What follows belongs to an exercise in optimizing a design on an open flow for small area; a production flow would make more cautious choices.
In this exercise RTL edits were held to simulation tests only and were not proved equivalent to the original.
Power figures rest on the tool's default switching activity, not on a simulated workload.

==> flow/config.mk <==
export PLATFORM = sky130hd
export DESIGN_NAME = top
export DESIGN_NICKNAME = top
export VERILOG_FILES = /design/flow/design.v
export SDC_FILE = /design/flow/constraint.sdc
export NUM_CORES = 4
export LEC_CHECK = 0
export CAP_MARGIN = 20
export CORE_MARGIN = 2
export CORE_UTILIZATION = 40
export SLEW_MARGIN = 20
==> flow/constraint.sdc <==
create_clock -name core_clock -period 14.0 [get_ports {clk}]
set_input_delay 2.8000 -clock core_clock [delete_from_list [all_inputs] [get_ports {clk}]]
set_output_delay 2.8000 -clock core_clock [all_outputs]
set_load 0.01 [all_outputs]
==> flow/design.v <==
`timescale 1ns / 1ps
module fib_lfsr(
    input clk,
    input rstn,
    output reg [4:0] data
    );
reg [4:0] data_next;
always @* begin
  data_next[4] = data[4]^data[1];
  data_next[3] = data[3]^data[0];
  data_next[2] = data[2]^data_next[4];
  data_next[1] = data[1]^data_next[3];
  data_next[0] = data[0]^data_next[2];
end
always @(posedge clk or negedge rstn)
  if(!rstn)
    data <= 5'h1f;
  else
    data <= data_next;
endmodule
`timescale 1ns / 1ps
module bin_to_decimal(
	input [15:0] B,
	output reg [19:0] bcdout
	);
	reg [35:0] z;
	integer i;
always @(*)
  begin
    for(i = 0; i <= 35; i = i+1)
	z[i] = 0;
    z[18:3] = B;  
    repeat(13)
	 begin
	if(z[19:16] > 4)	
		z[19:16] = z[19:16] + 3;
	if(z[23:20] > 4) 	
		z[23:20] = z[23:20] + 3;
	if(z[27:24] > 4) 	
		z[27:24] = z[27:24] + 3;
	if(z[31:28] > 4) 	
		z[31:28] = z[31:28] + 3;
	if(z[35:32] > 4) 	
		z[35:32] = z[35:32] + 3;
	z[35:1] = z[34:0];
    end      
    bcdout = z[35:16]; 
  end         
endmodule
`timescale 1ns / 1ps
module clock_divider #(parameter div_value = 1)(
input wire clk,  
input wire rstn,
output wire pix_en  
);
integer counter_value;
reg divided_clk;
always@ (posedge clk or negedge rstn)
begin
    if (!rstn)
        counter_value <= 0;
	else if (counter_value == div_value)
		counter_value <= 0;
	else
		counter_value <= counter_value+1;
end
always@ (posedge clk or negedge rstn)
begin
    if (!rstn)
        divided_clk <= 1'b0;
	else if (counter_value == div_value)
		divided_clk <= ~divided_clk;
    else
        divided_clk <= divided_clk;
end
assign pix_en = (counter_value == div_value) && !divided_clk;
endmodule
`timescale 1ns / 1ps
module horizontal_counter(
	input  clk,
	input  rstn,
	input  pix_en,
	output reg enable_V_Counter,
	output reg [15:0] H_Count_Value
	);
	always@(posedge clk or negedge rstn) begin
		if (!rstn) begin
			H_Count_Value <= 0;
			enable_V_Counter <= 0;
		end
		else if (pix_en) begin
		if (H_Count_Value == 799) begin  
			H_Count_Value <= 0;
			enable_V_Counter <= 1;
		end
		else begin
			H_Count_Value <= H_Count_Value +1;
			enable_V_Counter <=0;
		end
		end
	end
endmodule
`timescale 1ns / 1ps
module vertical_counter(
	input clk,
	input rstn,
	input pix_en,
	input enable_V_Counter,
	output reg [15:0] V_Count_Value
	);
	always@(posedge clk or negedge rstn) begin
		if (!rstn)
			V_Count_Value <= 0;
		else if (pix_en && enable_V_Counter) begin
		  if (V_Count_Value == 520) 
		    V_Count_Value <= 0;
		  else
		    V_Count_Value <= V_Count_Value +1;
		end
	end
endmodule
`timescale 1ns / 1ps
module seg7decimal(
	input [31:0] x,
    input clk,
    input rstn,
    output reg [6:0] a_to_g,
    output reg [7:0] an,
    output reg dp 
	 );
wire [2:0] s;	 
reg [3:0] digit;
wire [7:0] aen;
reg [19:0] clkdiv;
assign s = clkdiv[19:17];
assign aen = 8'b11111111;  
always @(posedge clk or negedge rstn) 
	if (!rstn)
	digit <= 4'd0;
	else
	case(s)
	0:digit <= x[3:0];  
	1:digit <= x[7:4];  
	2:digit <= x[11:8];  
	3:digit <= x[15:12];  
	4:digit <= x[19:16];
	5:digit <= x[23:20];
	6:digit <= x[27:24];
	7:digit <= x[31:28];
	default:digit <= x[3:0];
	endcase
	always @(*)
case(digit)
0:begin
    a_to_g = 7'b1000000;
    dp = 1;
    end
1:begin
    a_to_g = 7'b1111001;
    dp = 1;
    end
2:begin
    a_to_g = 7'b0100100;
    dp = 1;
    end
3:begin
    a_to_g = 7'b0110000;
    dp = 1;
    end
4:begin
    a_to_g = 7'b0011001;
    dp = 1;
    end
5:begin
    a_to_g = 7'b0010010;
    dp = 1;
    end
6:begin
    a_to_g = 7'b0000010;
    dp = 1;
    end
7:begin
    a_to_g = 7'b1111000;
    dp = 1;
    end
8:begin
    a_to_g = 7'b0000000;
    dp = 1;
    end
9:begin
    a_to_g = 7'b0010000;
    dp = 1;
    end
'hA:begin
    a_to_g = 7'b0001000;
    dp = 0;
    end
'hB:begin
    a_to_g = 7'b0000011;
    dp = 0;
    end
'hC:begin
    a_to_g = 7'b1000110;
    dp = 0;
    end
'hD:begin
    a_to_g = 7'b0100001;
    dp = 0;
    end
'hE:begin
    a_to_g = 7'b0000110;
    dp = 0;
    end
'hF:begin
    a_to_g = 7'b0000100;
    dp = 0;
    end
default: begin a_to_g = 7'b0000000; dp = 1; end  
endcase
always @(*)begin
an=8'b11111111;
if(aen[s] == 1)
an[s] = 0;
end
always @(posedge clk or negedge rstn) begin
if (!rstn)
clkdiv <= 20'd0;
else
clkdiv <= clkdiv+1;
end
endmodule
`timescale 1ns / 1ps
module top(
    input clk,
    input rstn,
    output VGA_HS,
    output VGA_VS,
    output [3:0]  VGA_R,
    output [3:0]  VGA_G,
    output [3:0]  VGA_B,
    input SW15,
    input SW0,
    input SW6,
    output [7:0] LED,
    output        CA        ,
    output        CB        ,
    output        CC        ,
    output        CD        ,
    output        CE        ,
    output        CF        ,
    output        CG        ,
    output [ 7:0] AN        ,
    output        DP        
    );
localparam [15:0] TICK_LAST = 16'h003F;
wire pix_en;
wire enable_V_Counter;
wire [15:0] H_Count_Value;
wire [15:0] V_Count_Value;
wire   [6:0]  seg            ;
wire   [31:0] disp_num;
wire   [19:0] bcdout         ;
reg [15:0] main_counter;
reg [15:0] ball_counter;
reg [15:0] divider_counter;
wire [4:0] data;
reg StartFlag;
localparam [15:0] OneLeft = 160;
localparam [15:0] OneRight = 164;
localparam [15:0] OneTop = 160;
localparam [15:0] OneBot = 240;
localparam [15:0] Five1Left = 170;
localparam [15:0] Five1Right = 200;
localparam [15:0] Five1Top = 160;
localparam [15:0] Five1Bot = 164;
localparam [15:0] Five2Left = 170;
localparam [15:0] Five2Right = 174;
localparam [15:0] Five2Top = 160;
localparam [15:0] Five2Bot = 200;
localparam [15:0] Five3Left = 170;
localparam [15:0] Five3Right = 200;
localparam [15:0] Five3Top = 195;
localparam [15:0] Five3Bot = 199;
localparam [15:0] Five4Left = 196;
localparam [15:0] Five4Right = 200;
localparam [15:0] Five4Top = 195;
localparam [15:0] Five4Bot = 240;
localparam [15:0] Five5Left = 170;
localparam [15:0] Five5Right = 200;
localparam [15:0] Five5Top = 236;
localparam [15:0] Five5Bot = 240;
localparam [15:0] Zero1Left = 160;
localparam [15:0] Zero1Right = 190;
localparam [15:0] Zero1Top = 400;
localparam [15:0] Zero1Bot = 404;
localparam [15:0] Zero2Left = 160;
localparam [15:0] Zero2Right = 164;
localparam [15:0] Zero2Top = 400;
localparam [15:0] Zero2Bot = 480;
localparam [15:0] Zero3Left = 186;
localparam [15:0] Zero3Right = 190;
localparam [15:0] Zero3Top = 400;
localparam [15:0] Zero3Bot = 480;
localparam [15:0] Zero4Left = 160;
localparam [15:0] Zero4Right = 190;
localparam [15:0] Zero4Top = 476;
localparam [15:0] Zero4Bot = 480;
localparam [15:0] Six1Left = 460;
localparam [15:0] Six1Right = 490;
localparam [15:0] Six1Top = 60;
localparam [15:0] Six1Bot = 64;
localparam [15:0] Six2Left = 460;
localparam [15:0] Six2Right = 464;
localparam [15:0] Six2Top = 60;
localparam [15:0] Six2Bot = 140;
localparam [15:0] Six3Left = 460;
localparam [15:0] Six3Right = 490;
localparam [15:0] Six3Top = 90;
localparam [15:0] Six3Bot = 94;
localparam [15:0] Six4Left = 486;
localparam [15:0] Six4Right = 490;
localparam [15:0] Six4Top = 90;
localparam [15:0] Six4Bot = 140;
localparam [15:0] Six5Left = 460;
localparam [15:0] Six5Right = 490;
localparam [15:0] Six5Top = 136;
localparam [15:0] Six5Bot = 140;
localparam [15:0] Play1Left = 445;
localparam [15:0] Play1Right = 460;
localparam [15:0] Play1Top = 180;
localparam [15:0] Play1Bot = 230;
localparam [15:0] Play2Left = 450;
localparam [15:0] Play2Right = 470;
localparam [15:0] Play2Top = 185;
localparam [15:0] Play2Bot = 225;
localparam [15:0] Play3Left = 450;
localparam [15:0] Play3Right = 480;
localparam [15:0] Play3Top = 190;
localparam [15:0] Play3Bot = 220;
localparam [15:0] Play4Left = 450;
localparam [15:0] Play4Right = 490;
localparam [15:0] Play4Top = 195;
localparam [15:0] Play4Bot = 215;
localparam [15:0] Play5Left = 450;
localparam [15:0] Play5Right = 500;
localparam [15:0] Play5Top = 200;
localparam [15:0] Play5Bot = 210;
localparam [15:0] xTopDividerLeft = 50;
localparam [15:0] xTopDividerRight = 800;
localparam [15:0] yTopDividerTop = 40;
localparam [15:0] yTopDividerBot = 50;
localparam [15:0] xMidDividerLeft = 50;
localparam [15:0] xMidDividerRight = 800;
localparam [15:0] yMidDividerTop = 260;
localparam [15:0] yMidDividerBot = 280;
localparam [15:0] xBotDividerLeft = 50;
localparam [15:0] xBotDividerRight = 800;
localparam [15:0] yBotDividerTop = 490;
localparam [15:0] yBotDividerBot = 500;
localparam [15:0] x1LimitLeft = 260;
localparam [15:0] x1LimitRight = 360;
reg [15:0] y1LimitTop;
reg [15:0] y1LimitBot;
localparam [15:0] x2LimitLeft = 260;
localparam [15:0] x2LimitRight = 360;
reg [15:0] y2LimitTop;
reg [15:0] y2LimitBot;
reg [15:0] ball_speed;
reg [15:0] ball_space;
reg ball_col;
reg [15:0] ball_total;
localparam [15:0] lane1HeightTop = 60;
localparam [15:0] lane2HeightTop = 175;
localparam [15:0] lane3HeightTop = 300;
localparam [15:0] lane4HeightTop = 415;
reg [15:0] x1BallLeft;
reg [15:0] x1BallRight;
reg [15:0] y1BallTop;
reg [15:0] y1BallBot;
reg [15:0] x2BallLeft;
reg [15:0] x2BallRight;
reg [15:0] y2BallTop;
reg [15:0] y2BallBot;
reg [15:0] x3BallLeft;
reg [15:0] x3BallRight;
reg [15:0] y3BallTop;
reg [15:0] y3BallBot;
reg [15:0] x4BallLeft;
reg [15:0] x4BallRight;
reg [15:0] y4BallTop;
reg [15:0] y4BallBot;
reg [15:0] x5BallLeft;
reg [15:0] x5BallRight;
reg [15:0] y5BallTop;
reg [15:0] y5BallBot;
reg [15:0] x6BallLeft;
reg [15:0] x6BallRight;
reg [15:0] y6BallTop;
reg [15:0] y6BallBot;
reg [15:0] x7BallLeft;
reg [15:0] x7BallRight;
reg [15:0] y7BallTop;
reg [15:0] y7BallBot;
reg [15:0] x8BallLeft;
reg [15:0] x8BallRight;
reg [15:0] y8BallTop;
reg [15:0] y8BallBot;
clock_divider VGA_Clock_gen (clk, rstn, pix_en);
horizontal_counter VGA_Horiz (clk, rstn, pix_en, enable_V_Counter, H_Count_Value);
vertical_counter VGA_Verti (clk, rstn, pix_en, enable_V_Counter, V_Count_Value);
seg7decimal u_seg7decimal (
  .x           (disp_num       ),
  .clk         (clk            ),
  .rstn        (rstn           ),
  .a_to_g      (seg            ),
  .an          (AN             ),
  .dp          (DP             )
);
bin_to_decimal u_bin_to_decimal (
  .B           ({ball_total}),             
  .bcdout      (bcdout             )    
);
fib_lfsr fib_lfsr ( clk, rstn, data);
always@(posedge clk or negedge rstn) begin
  if (!rstn) begin
    main_counter = 16'h0000;
    y1LimitTop <= 160;
    y1LimitBot <= 240;
    y2LimitTop <= 300;
    y2LimitBot <= 380;
  end
  else if (pix_en) begin
    main_counter = main_counter + 1;
    if (main_counter == TICK_LAST) begin
        main_counter = 16'h0000;
        if (ball_col == 0)begin
            if (SW15 == 1)begin     
                y1LimitTop <= 60;
                y1LimitBot <= 140;  
            end
            else if (SW15 == 0)begin      
                y1LimitTop <= 160;
                y1LimitBot <= 240;      
            end
            if (SW0 == 1)begin   
                y2LimitTop <= 300;
                y2LimitBot <= 380;    
            end
            else if (SW0 == 0)begin   
                y2LimitTop <= 400;
                y2LimitBot <= 480;    
            end
        end
    end
  end
end
always@(posedge clk or negedge rstn) begin
  if (!rstn) begin
    ball_counter = 0;
    ball_speed = 1;
    ball_space = 400;
    ball_total = 0;
    x1BallLeft = 800;
    x1BallRight = 840;
    y1BallTop = 60;
    y1BallBot = 125;
    x2BallLeft = 1200;
    x2BallRight = 1240;
    y2BallTop = 175;
    y2BallBot = 240;
    x3BallLeft = 1600;
    x3BallRight = 1640;
    y3BallTop = 60;
    y3BallBot = 125;
    x4BallLeft = 2000;
    x4BallRight = 2040;
    y4BallTop = 175;
    y4BallBot = 240;
    x5BallLeft = 1000;
    x5BallRight = 1040;
    y5BallTop = 415;
    y5BallBot = 480;
    x6BallLeft = 1400;
    x6BallRight = 1440;
    y6BallTop = 300;
    y6BallBot = 365;
    x7BallLeft = 1800;
    x7BallRight = 1840;
    y7BallTop = 415;
    y7BallBot = 480;
    x8BallLeft = 2200;
    x8BallRight = 2240;
    y8BallTop = 300;
    y8BallBot = 365;
    StartFlag <= 1'b0;
    ball_col <= 1'b0;
  end
  else if (pix_en) begin
    ball_counter = ball_counter + 1;
    if (ball_counter == TICK_LAST) begin
        ball_counter = 16'h0000;
        case (ball_total)
            24:begin
                ball_space = 350;
               end            
            40:begin
                ball_space = 350;
                ball_speed = 2;
               end 
            64:begin
                ball_space = 350;
                ball_speed = 3;
               end 
            104:begin
                ball_space = 300;
                ball_speed = 3;
               end 
            120:begin
                ball_space = 250;
                ball_speed = 3;
               end 
        endcase
        if (ball_col == 1) begin
        end
        else if (SW6 == 1)begin
            StartFlag <= 0;
            x1BallLeft = x1BallLeft - ball_speed;
            x1BallRight = x1BallRight - ball_speed;
            x2BallLeft = x2BallLeft - ball_speed;
            x2BallRight = x2BallRight - ball_speed;
            x3BallLeft = x3BallLeft - ball_speed;
            x3BallRight = x3BallRight - ball_speed;
            x4BallLeft = x4BallLeft - ball_speed;
            x4BallRight = x4BallRight - ball_speed;
            x5BallLeft = x5BallLeft - ball_speed;
            x5BallRight = x5BallRight - ball_speed;
            x6BallLeft = x6BallLeft - ball_speed;
            x6BallRight = x6BallRight - ball_speed;
            x7BallLeft = x7BallLeft - ball_speed;
            x7BallRight = x7BallRight - ball_speed;
            x8BallLeft = x8BallLeft - ball_speed;
            x8BallRight = x8BallRight - ball_speed;
            if ((x1BallLeft <= x1LimitRight) && (x1BallRight >= x1LimitLeft) && ((y1BallTop == y1LimitTop) || (y1BallBot == y1LimitBot)))begin
                ball_col <= 1;
            end
            else if (x1BallRight == 0)begin
                x1BallLeft = x4BallRight + ball_space;
                x1BallRight = x1BallLeft + 40;
                ball_total = ball_total + 1;
                y1BallTop = (data[0])?lane1HeightTop:lane2HeightTop; 
                y1BallBot = y1BallTop + 65;
            end
            if ((x2BallLeft <= x1LimitRight) && (x2BallRight >= x1LimitLeft) && ((y2BallTop == y1LimitTop) || (y2BallBot == y1LimitBot)))begin
                ball_col <= 1;
            end
            else if (x2BallRight == 0)begin
                x2BallLeft = x1BallRight + ball_space;
                x2BallRight = x2BallLeft + 40;
                ball_total = ball_total + 1;
                y2BallTop = (data[1])?lane1HeightTop:lane2HeightTop;
                y2BallBot = y2BallTop + 65;
            end
            if ((x3BallLeft <= x2LimitRight) && (x3BallRight >= x2LimitLeft) && ((y3BallTop == y1LimitTop) || (y3BallBot == y1LimitBot)))begin
                ball_col <= 1;
            end
            else if (x3BallRight == 0)begin
                x3BallLeft = x2BallRight + ball_space;
                x3BallRight = x3BallLeft + 40;
                ball_total = ball_total + 1;
                y3BallTop = (data[2])?lane1HeightTop:lane2HeightTop; 
                y3BallBot = y3BallTop + 65;
            end
            if ((x4BallLeft <= x1LimitRight) && (x4BallRight >= x1LimitLeft) && ((y4BallTop == y1LimitTop) || (y4BallBot == y1LimitBot)))begin
                ball_col <= 1;
            end
            else if (x4BallRight == 0)begin
                x4BallLeft = x3BallRight + ball_space;
                x4BallRight = x4BallLeft + 40;
                ball_total = ball_total + 1;
                y4BallTop = (data[3])?lane1HeightTop:lane2HeightTop;
                y4BallBot = y4BallTop + 65;
            end
            if ((x5BallLeft <= x2LimitRight) && (x5BallRight >= x2LimitLeft) && ((y5BallTop == y2LimitTop) || (y5BallBot == y2LimitBot)))begin
                ball_col <= 1;
            end
            else if (x5BallRight == 0)begin
                x5BallLeft = x8BallRight + ball_space;
                x5BallRight = x5BallLeft + 40;
                ball_total = ball_total + 1;
                y5BallTop = (data[4])?lane3HeightTop:lane4HeightTop;
                y5BallBot = y5BallTop + 65;
            end
            if ((x6BallLeft <= x2LimitRight) && (x6BallRight >= x2LimitLeft) && ((y6BallTop == y2LimitTop) || (y6BallBot == y2LimitBot)))begin
                ball_col <= 1;
            end
            else if (x6BallRight == 0)begin
                x6BallLeft = x5BallRight + ball_space;
                x6BallRight = x6BallLeft + 40;
                ball_total = ball_total + 1;
                y6BallTop = (data[0])?lane3HeightTop:lane4HeightTop; 
                y6BallBot = y6BallTop + 65;
            end
            if ((x7BallLeft <= x2LimitRight) && (x7BallRight >= x2LimitLeft) && ((y7BallTop == y2LimitTop) || (y7BallBot == y2LimitBot)))begin
                ball_col <= 1;
            end
            else if (x7BallRight == 0)begin
                x7BallLeft = x6BallRight + ball_space;
                x7BallRight = x7BallLeft + 40;
                ball_total = ball_total + 1;
                y7BallTop = (data[1])?lane3HeightTop:lane4HeightTop;
                y7BallBot = y7BallTop + 65;
            end
            if ((x8BallLeft <= x2LimitRight) && (x8BallRight >= x2LimitLeft) && ((y8BallTop == y2LimitTop) || (y8BallBot == y2LimitBot)))begin
                ball_col <= 1;
            end
            else if (x8BallRight == 0)begin
                x8BallLeft = x7BallRight + ball_space;
                x8BallRight = x8BallLeft + 40;
                ball_total = ball_total + 1;
                y8BallTop = (data[2])?lane3HeightTop:lane4HeightTop; 
                y8BallBot = y8BallTop + 65;
            end
        end
        if (SW6 == 0)begin
            StartFlag <= 1;
            ball_col <= 0;
            ball_speed = 1;
            ball_total = 0;
            x1BallLeft = 800;
            x1BallRight = x1BallLeft + 40;
            y1BallTop = lane1HeightTop;
            y1BallBot = y1BallTop + 65;
            x2BallLeft = 1200;
            x2BallRight = x2BallLeft + 40;
            y2BallTop = lane2HeightTop;
            y2BallBot = y2BallTop + 65;
            x3BallLeft = 1600;
            x3BallRight = x3BallLeft + 40;
            y3BallTop = lane1HeightTop;
            y3BallBot = y3BallTop + 65;
            x4BallLeft = 2000;
            x4BallRight = x4BallLeft + 40;
            y4BallTop = lane2HeightTop;
            y4BallBot = y4BallTop + 65;
            x5BallLeft = 1000;
            x5BallRight = x5BallLeft + 40;
            y5BallTop = lane3HeightTop;
            y5BallBot = y5BallTop + 65;
            x6BallLeft = 1400;
            x6BallRight = x6BallLeft + 40;
            y6BallTop = lane4HeightTop;
            y6BallBot = y6BallTop + 65;
            x7BallLeft = 1800;
            x7BallRight = x7BallLeft + 40;
            y7BallTop = lane3HeightTop;
            y7BallBot = y7BallTop + 65;
            x8BallLeft = 2200;
            x8BallRight = x8BallLeft + 40;
            y8BallTop = lane4HeightTop;
            y8BallBot = y8BallTop + 65;
        end
    end
  end
end
assign disp_num = {bcdout};
assign LED = 8'h00;
assign CA = seg[0];
assign CB = seg[1];
assign CC = seg[2];
assign CD = seg[3];
assign CE = seg[4];
assign CF = seg[5];
assign CG = seg[6];
assign VGA_HS = (H_Count_Value < 96)?1'b0:1'b1;
assign VGA_VS = (V_Count_Value < 2)?1'b0:1'b1;
assign VGA_R = (H_Count_Value < 784 && H_Count_Value > 143 && V_Count_Value < 515 && V_Count_Value > 35 ) ? 4'hA:4'h0;
assign VGA_G = ( 
                 (H_Count_Value<(x1LimitRight)&&H_Count_Value>(x1LimitLeft)&&V_Count_Value<(y1LimitBot)&&V_Count_Value>(y1LimitTop))
              || (H_Count_Value<(x2LimitRight)&&H_Count_Value>(x2LimitLeft)&&V_Count_Value<(y2LimitBot)&&V_Count_Value>(y2LimitTop))
              || (H_Count_Value<(xMidDividerRight)&&H_Count_Value>(xMidDividerLeft)&&V_Count_Value<(yMidDividerBot)&&V_Count_Value>(yMidDividerTop))
              || (H_Count_Value<(xTopDividerRight)&&H_Count_Value>(xTopDividerLeft)&&V_Count_Value<(yTopDividerBot)&&V_Count_Value>(yTopDividerTop))
              || (H_Count_Value<(xBotDividerRight)&&H_Count_Value>(xBotDividerLeft)&&V_Count_Value<(yBotDividerBot)&&V_Count_Value>(yBotDividerTop))
              || (H_Count_Value<(x1BallRight)&&H_Count_Value>(x1BallLeft)&&V_Count_Value<(y1BallBot)&&V_Count_Value>(y1BallTop))
              || (H_Count_Value<(x2BallRight)&&H_Count_Value>(x2BallLeft)&&V_Count_Value<(y2BallBot)&&V_Count_Value>(y2BallTop))
              || (H_Count_Value<(x3BallRight)&&H_Count_Value>(x3BallLeft)&&V_Count_Value<(y3BallBot)&&V_Count_Value>(y3BallTop))
              || (H_Count_Value<(x4BallRight)&&H_Count_Value>(x4BallLeft)&&V_Count_Value<(y4BallBot)&&V_Count_Value>(y4BallTop))
              || (H_Count_Value<(x5BallRight)&&H_Count_Value>(x5BallLeft)&&V_Count_Value<(y5BallBot)&&V_Count_Value>(y5BallTop))
              || (H_Count_Value<(x6BallRight)&&H_Count_Value>(x6BallLeft)&&V_Count_Value<(y6BallBot)&&V_Count_Value>(y6BallTop))
              || (H_Count_Value<(x7BallRight)&&H_Count_Value>(x7BallLeft)&&V_Count_Value<(y7BallBot)&&V_Count_Value>(y7BallTop))
              || (H_Count_Value<(x8BallRight)&&H_Count_Value>(x8BallLeft)&&V_Count_Value<(y8BallBot)&&V_Count_Value>(y8BallTop))
              || (StartFlag&&(H_Count_Value<(Play1Right)&&H_Count_Value>(Play1Left)&&V_Count_Value<(Play1Bot)&&V_Count_Value>(Play1Top)))
              || (StartFlag&&(H_Count_Value<(Play2Right)&&H_Count_Value>(Play2Left)&&V_Count_Value<(Play2Bot)&&V_Count_Value>(Play2Top)))
              || (StartFlag&&(H_Count_Value<(Play3Right)&&H_Count_Value>(Play3Left)&&V_Count_Value<(Play3Bot)&&V_Count_Value>(Play3Top)))
              || (StartFlag&&(H_Count_Value<(Play4Right)&&H_Count_Value>(Play4Left)&&V_Count_Value<(Play4Bot)&&V_Count_Value>(Play4Top)))
              || (StartFlag&&(H_Count_Value<(Play5Right)&&H_Count_Value>(Play5Left)&&V_Count_Value<(Play5Bot)&&V_Count_Value>(Play5Top)))
              || (StartFlag&&(H_Count_Value<(OneRight)&&H_Count_Value>(OneLeft)&&V_Count_Value<(OneBot)&&V_Count_Value>(OneTop)))
              || (StartFlag&&(H_Count_Value<(Five1Right)&&H_Count_Value>(Five1Left)&&V_Count_Value<(Five1Bot)&&V_Count_Value>(Five1Top)))
              || (StartFlag&&(H_Count_Value<(Five2Right)&&H_Count_Value>(Five2Left)&&V_Count_Value<(Five2Bot)&&V_Count_Value>(Five2Top)))
              || (StartFlag&&(H_Count_Value<(Five3Right)&&H_Count_Value>(Five3Left)&&V_Count_Value<(Five3Bot)&&V_Count_Value>(Five3Top)))
              || (StartFlag&&(H_Count_Value<(Five4Right)&&H_Count_Value>(Five4Left)&&V_Count_Value<(Five4Bot)&&V_Count_Value>(Five4Top)))
              || (StartFlag&&(H_Count_Value<(Five5Right)&&H_Count_Value>(Five5Left)&&V_Count_Value<(Five5Bot)&&V_Count_Value>(Five5Top)))
              || (StartFlag&&(H_Count_Value<(Zero1Right)&&H_Count_Value>(Zero1Left)&&V_Count_Value<(Zero1Bot)&&V_Count_Value>(Zero1Top)))
              || (StartFlag&&(H_Count_Value<(Zero2Right)&&H_Count_Value>(Zero2Left)&&V_Count_Value<(Zero2Bot)&&V_Count_Value>(Zero2Top)))
              || (StartFlag&&(H_Count_Value<(Zero3Right)&&H_Count_Value>(Zero3Left)&&V_Count_Value<(Zero3Bot)&&V_Count_Value>(Zero3Top)))
              || (StartFlag&&(H_Count_Value<(Zero4Right)&&H_Count_Value>(Zero4Left)&&V_Count_Value<(Zero4Bot)&&V_Count_Value>(Zero4Top)))
              || (StartFlag&&(H_Count_Value<(Six1Right)&&H_Count_Value>(Six1Left)&&V_Count_Value<(Six1Bot)&&V_Count_Value>(Six1Top)))
              || (StartFlag&&(H_Count_Value<(Six2Right)&&H_Count_Value>(Six2Left)&&V_Count_Value<(Six2Bot)&&V_Count_Value>(Six2Top)))
              || (StartFlag&&(H_Count_Value<(Six3Right)&&H_Count_Value>(Six3Left)&&V_Count_Value<(Six3Bot)&&V_Count_Value>(Six3Top)))
              || (StartFlag&&(H_Count_Value<(Six4Right)&&H_Count_Value>(Six4Left)&&V_Count_Value<(Six4Bot)&&V_Count_Value>(Six4Top)))
              || (StartFlag&&(H_Count_Value<(Six5Right)&&H_Count_Value>(Six5Left)&&V_Count_Value<(Six5Bot)&&V_Count_Value>(Six5Top)))
              ) ? 4'hF:4'h0;
assign VGA_B = (H_Count_Value < 784 && H_Count_Value > 143 && V_Count_Value < 515 && V_Count_Value > 35 ) ? 4'h0:4'h0;
endmodule
==> flow/run.sh <==
#!/bin/bash
# synth_recipe.tcl (not shown) runs the flow's synth.tcl, then flattens the netlist and writes it again
# the make line also repeats each setting of config.mk as NAME=value (left out here)
make -C /OpenROAD-flow-scripts/flow DESIGN_CONFIG=/design/flow/config.mk WORK_HOME=/design/flow/orfs CLKGATE_MAP_FILE= SYNTH_SCRIPT=/design/flow/synth_recipe.tcl finish
==> results.tsv <==
metric	value	unit
setup_tns	0	ns
critical_path.max_stage_delay	0.64	ns
worst_pin_slew	1.14	ns
synth-seq-area-share	0.206	
dp_worst_setup_slack	0.0731	ns
cp.required	14.58	ns
final_core_util	0.443	
cp_slowest_cell	nor4b_2	
viasPerCell	6.07	
yosysMostFrequentCell	ha_1	
fillers	13700	
avgSynthCellArea	7.98	um^2
cts_buffers	61	
grt_use_met1	0.374	
drv_slew	0	
die_area	142000	um^2
p_per_area	51.9	nW/um^2
synth_top_flop_cell	dfrtp_1	
syn-instance-count	6965	
ir_worst_vdd	0.0989	mV
grt_pass1_vias	51400	
synth_edf_count	0	
clk_latency	0.70	ns
use_met2	0.453	
fin_crit	12.91	ns
clkTransAtPathRegs	0.06	ns
yosys.area.top_type	ha_1	
ys_top_cells_by_area	ha_1, dfrtp_1, xnor2_1	
postPlaceCellArea	58600	um^2
grt_pass1_wl	316000	um
die_x	377	um
rsz0062_at_grt	false	
ys_ff_latch	453	
relSlewSlack	0.233	
yosysUniqueCellTypes	111	
finish.instance_area	61000	um^2
io_buffers	28	
core_area	138000	um^2
num_rows	136	
grt_usage	0.289	
start_util	0.404	
hold_buffers	0	
cts_tree	done	
whs	0.462	ns
top_regs	VGA_Clock_gen.counter_value: 32 flops, u_seg7decimal.clkdiv: 20 flops	
worst-path-max-fanout	10	
largest_reg_flops	32	
cts_max_level	2	
end_kind	flip-flop	
hold_class	reg -> reg	
place_congestion	1.00	
drc	0	
routedWlPerCell	23.6	um
start_kind	flip-flop	
drive_gt1_frac	0.0737	
synthTopCellsByCount	ha_1, inv_1, a21oi_1	
synth_area	55600	um^2
drv_cap	0	
grt_antenna_before_repair	6	
first_pass_iters	6	
hold_viol	0	
fin_cells	8869	
cts_buffer_depth	3	
top_register	VGA_Clock_gen.counter_value	
dp_cells	8743	
crit_top_cell	a21oi_1	
io-pin-count	43	
cts_root_buffer	clkbuf_16	
finalNetCount	7836	
power	3.17	mW
drt_iter0_markers	5031	
ant_nets	0	
worstPathArrival	13.48	ns
grt-ovfl-total	0	
grt_busiest_layer	met2	
vias	53800	
dp_hpwl	155000	um
fmax	0.0775	GHz
totalWireLength	210000	um
grt_max_degree	159	
leakagePower	27.5	nW
final.period_utilization	0.922	
status	timing/DRC/antenna clean	
critPathKind	reg -> reg	
setup_ws	1.09	ns
fin_worst_skew	0.0331	ns
clkSinkCount	453	
synth_warnings	7	
dieHeight	377	um
yosysTopAreaCellShare	0.181	
setup_violations	0	
use_met3	0.0584	
area_growth	9.72	%
async_reset_ff_frac	1.00	
-- critical path, delay by kind of cell (launching register included) --
family                   cells  cell delay, ns
AND/OR/NAND/NOR             11            4.54
AO/OA/AOI/OAI               18            3.79
XOR/XNOR                     7            1.78
adder cells (fa/ha/maj)      5            1.54
buffers and inverters        4            0.69
flip-flops                   1            0.41
-- layout make-up --
class | count | area, um^2 | share of cell area
Sequential cell | 453 | 11500 | 0.188
Clock buffer | 84 | 1720 | 0.0281
Clock inverter | 32 | 502 | 0.00823
Tap cell | 1794 | 2240 | 0.0368
Antenna cell | 6 | 15.0 | 0.000246
Timing Repair Buffer | 196 | 1560 | 0.0256
Inverter | 592 | 2220 | 0.0364
Multi-Input combinational cell | 5712 | 41300 | 0.677
-- final timing paths --
path                                          from                      end  slack, ns  depth (start not counted)
setup / recovery                     ball_total[1]          x8BallRight[15]       1.09                         45
setup reg to reg                     ball_total[1]          x8BallRight[15]       1.09                         45
min in group asynchronous                     rstn            x1BallLeft[2]       2.17                          1
hold reg to reg            u_seg7decimal.clkdiv[5]  u_seg7decimal.clkdiv[5]       0.46                          1
max in group asynchronous                     rstn           x6BallRight[4]       9.57                          3
hold / removal             u_seg7decimal.clkdiv[5]  u_seg7decimal.clkdiv[5]       0.46                          1
-- logic make-up (layout without fill, tap and decap cells) --
family | after synthesis | in the layout | synth area share
XOR/XNOR | 620 | 620 | 0.0991
AO/OA/AOI/OAI | 2015 | 2015 | 0.233
flip-flops | 453 | 453 | 0.206
multiplexers | 138 | 138 | 0.0255
other | 1 | 20 | 0.0000675
adder cells (fa/ha/maj) | 822 | 822 | 0.186
buffers and inverters | 813 | 904 | 0.0569
AND/OR/NAND/NOR | 2103 | 2103 | 0.194
-- power breakdown --
group | leakage, nW | total [mW] | internal (mW) | switching (mW)
Clock | 1.09 | 1.80 | 1.09 | 0.705
Sequential | 5.90 | 1.31 | 1.31 | 0.000335
Combinational | 20.6 | 0.0601 | 0.0116 | 0.0484
-- layout by cell type, fill, tap and decap left out, drive strengths merged, types with 27 or more instances in the layout --
cell | Yosys | final
xnor2 | 449 | 449
o22ai | 135 | 135
nand2b | 133 | 133
nand2 | 457 | 457
a21o | 154 | 154
a211oi | 72 | 72
o21a | 56 | 56
nor4 | 56 | 56
o31ai | 51 | 51
nor2 | 502 | 502
or2 | 35 | 35
o21bai | 99 | 99
nand3 | 181 | 181
xor2 | 169 | 169
a21oi | 531 | 531
and3 | 67 | 67
mux2 | 31 | 31
and2 | 60 | 60
a22oi | 38 | 38
nand4 | 135 | 135
nor2b | 119 | 119
a21boi | 49 | 49
clkdlybuf4s50 | 0 | 27
buf | 58 | 169
o21ai | 472 | 472
a31oi | 49 | 49
dfrtp | 362 | 362
mux2i | 107 | 107
or4 | 33 | 33
nor3 | 155 | 155
ha | 805 | 805
dfstp | 91 | 91
o211ai | 39 | 39
clkbuf | 163 | 84
or3 | 45 | 45
inv | 586 | 587
-- repair_timing --
item	in CTS	in global routing
setup buffers	1	3
endpoints found under the setup margin	1	4
cloned	0	0
pin swaps	1	5
resized for setup	0	30
-- per-layer routing --
metal | routed length (um) | part of all wire
met5 | 57 | 0.00027
met4 | 12400 | 0.059
met3 | 17200 | 0.082
met2 | 90900 | 0.43
met1 | 89100 | 0.43

[separate check: timing with driven ports]
The flow's constraints put no driver on any port. The routed layout listed below was extracted and timed again, unchanged, in two steps.
Step 1: set_driving_cell puts a clkbuf_16 on clk and a buf_2 on each other input, an assumption about the parent block.
Step 2 times the ports against the registers' clock, not the clock port: input delays grow and output delays shrink by t, the midpoint of the rising clock arrivals with the driver on.
Three values: ideal, step 1, step 2; two values: the first two.
shift t [ns]: 0.773
setup slack, ns: 1.091 / 1.091 / 1.091
worst setup path after step 2: register to register
latest minus earliest clock arrival (ns): 0.033 / 0.034
After both steps setup and hold are still met in this run. For this run, drivers alone change the setup slack by 0.000 ns; drivers and shift together by 0.000 ns.
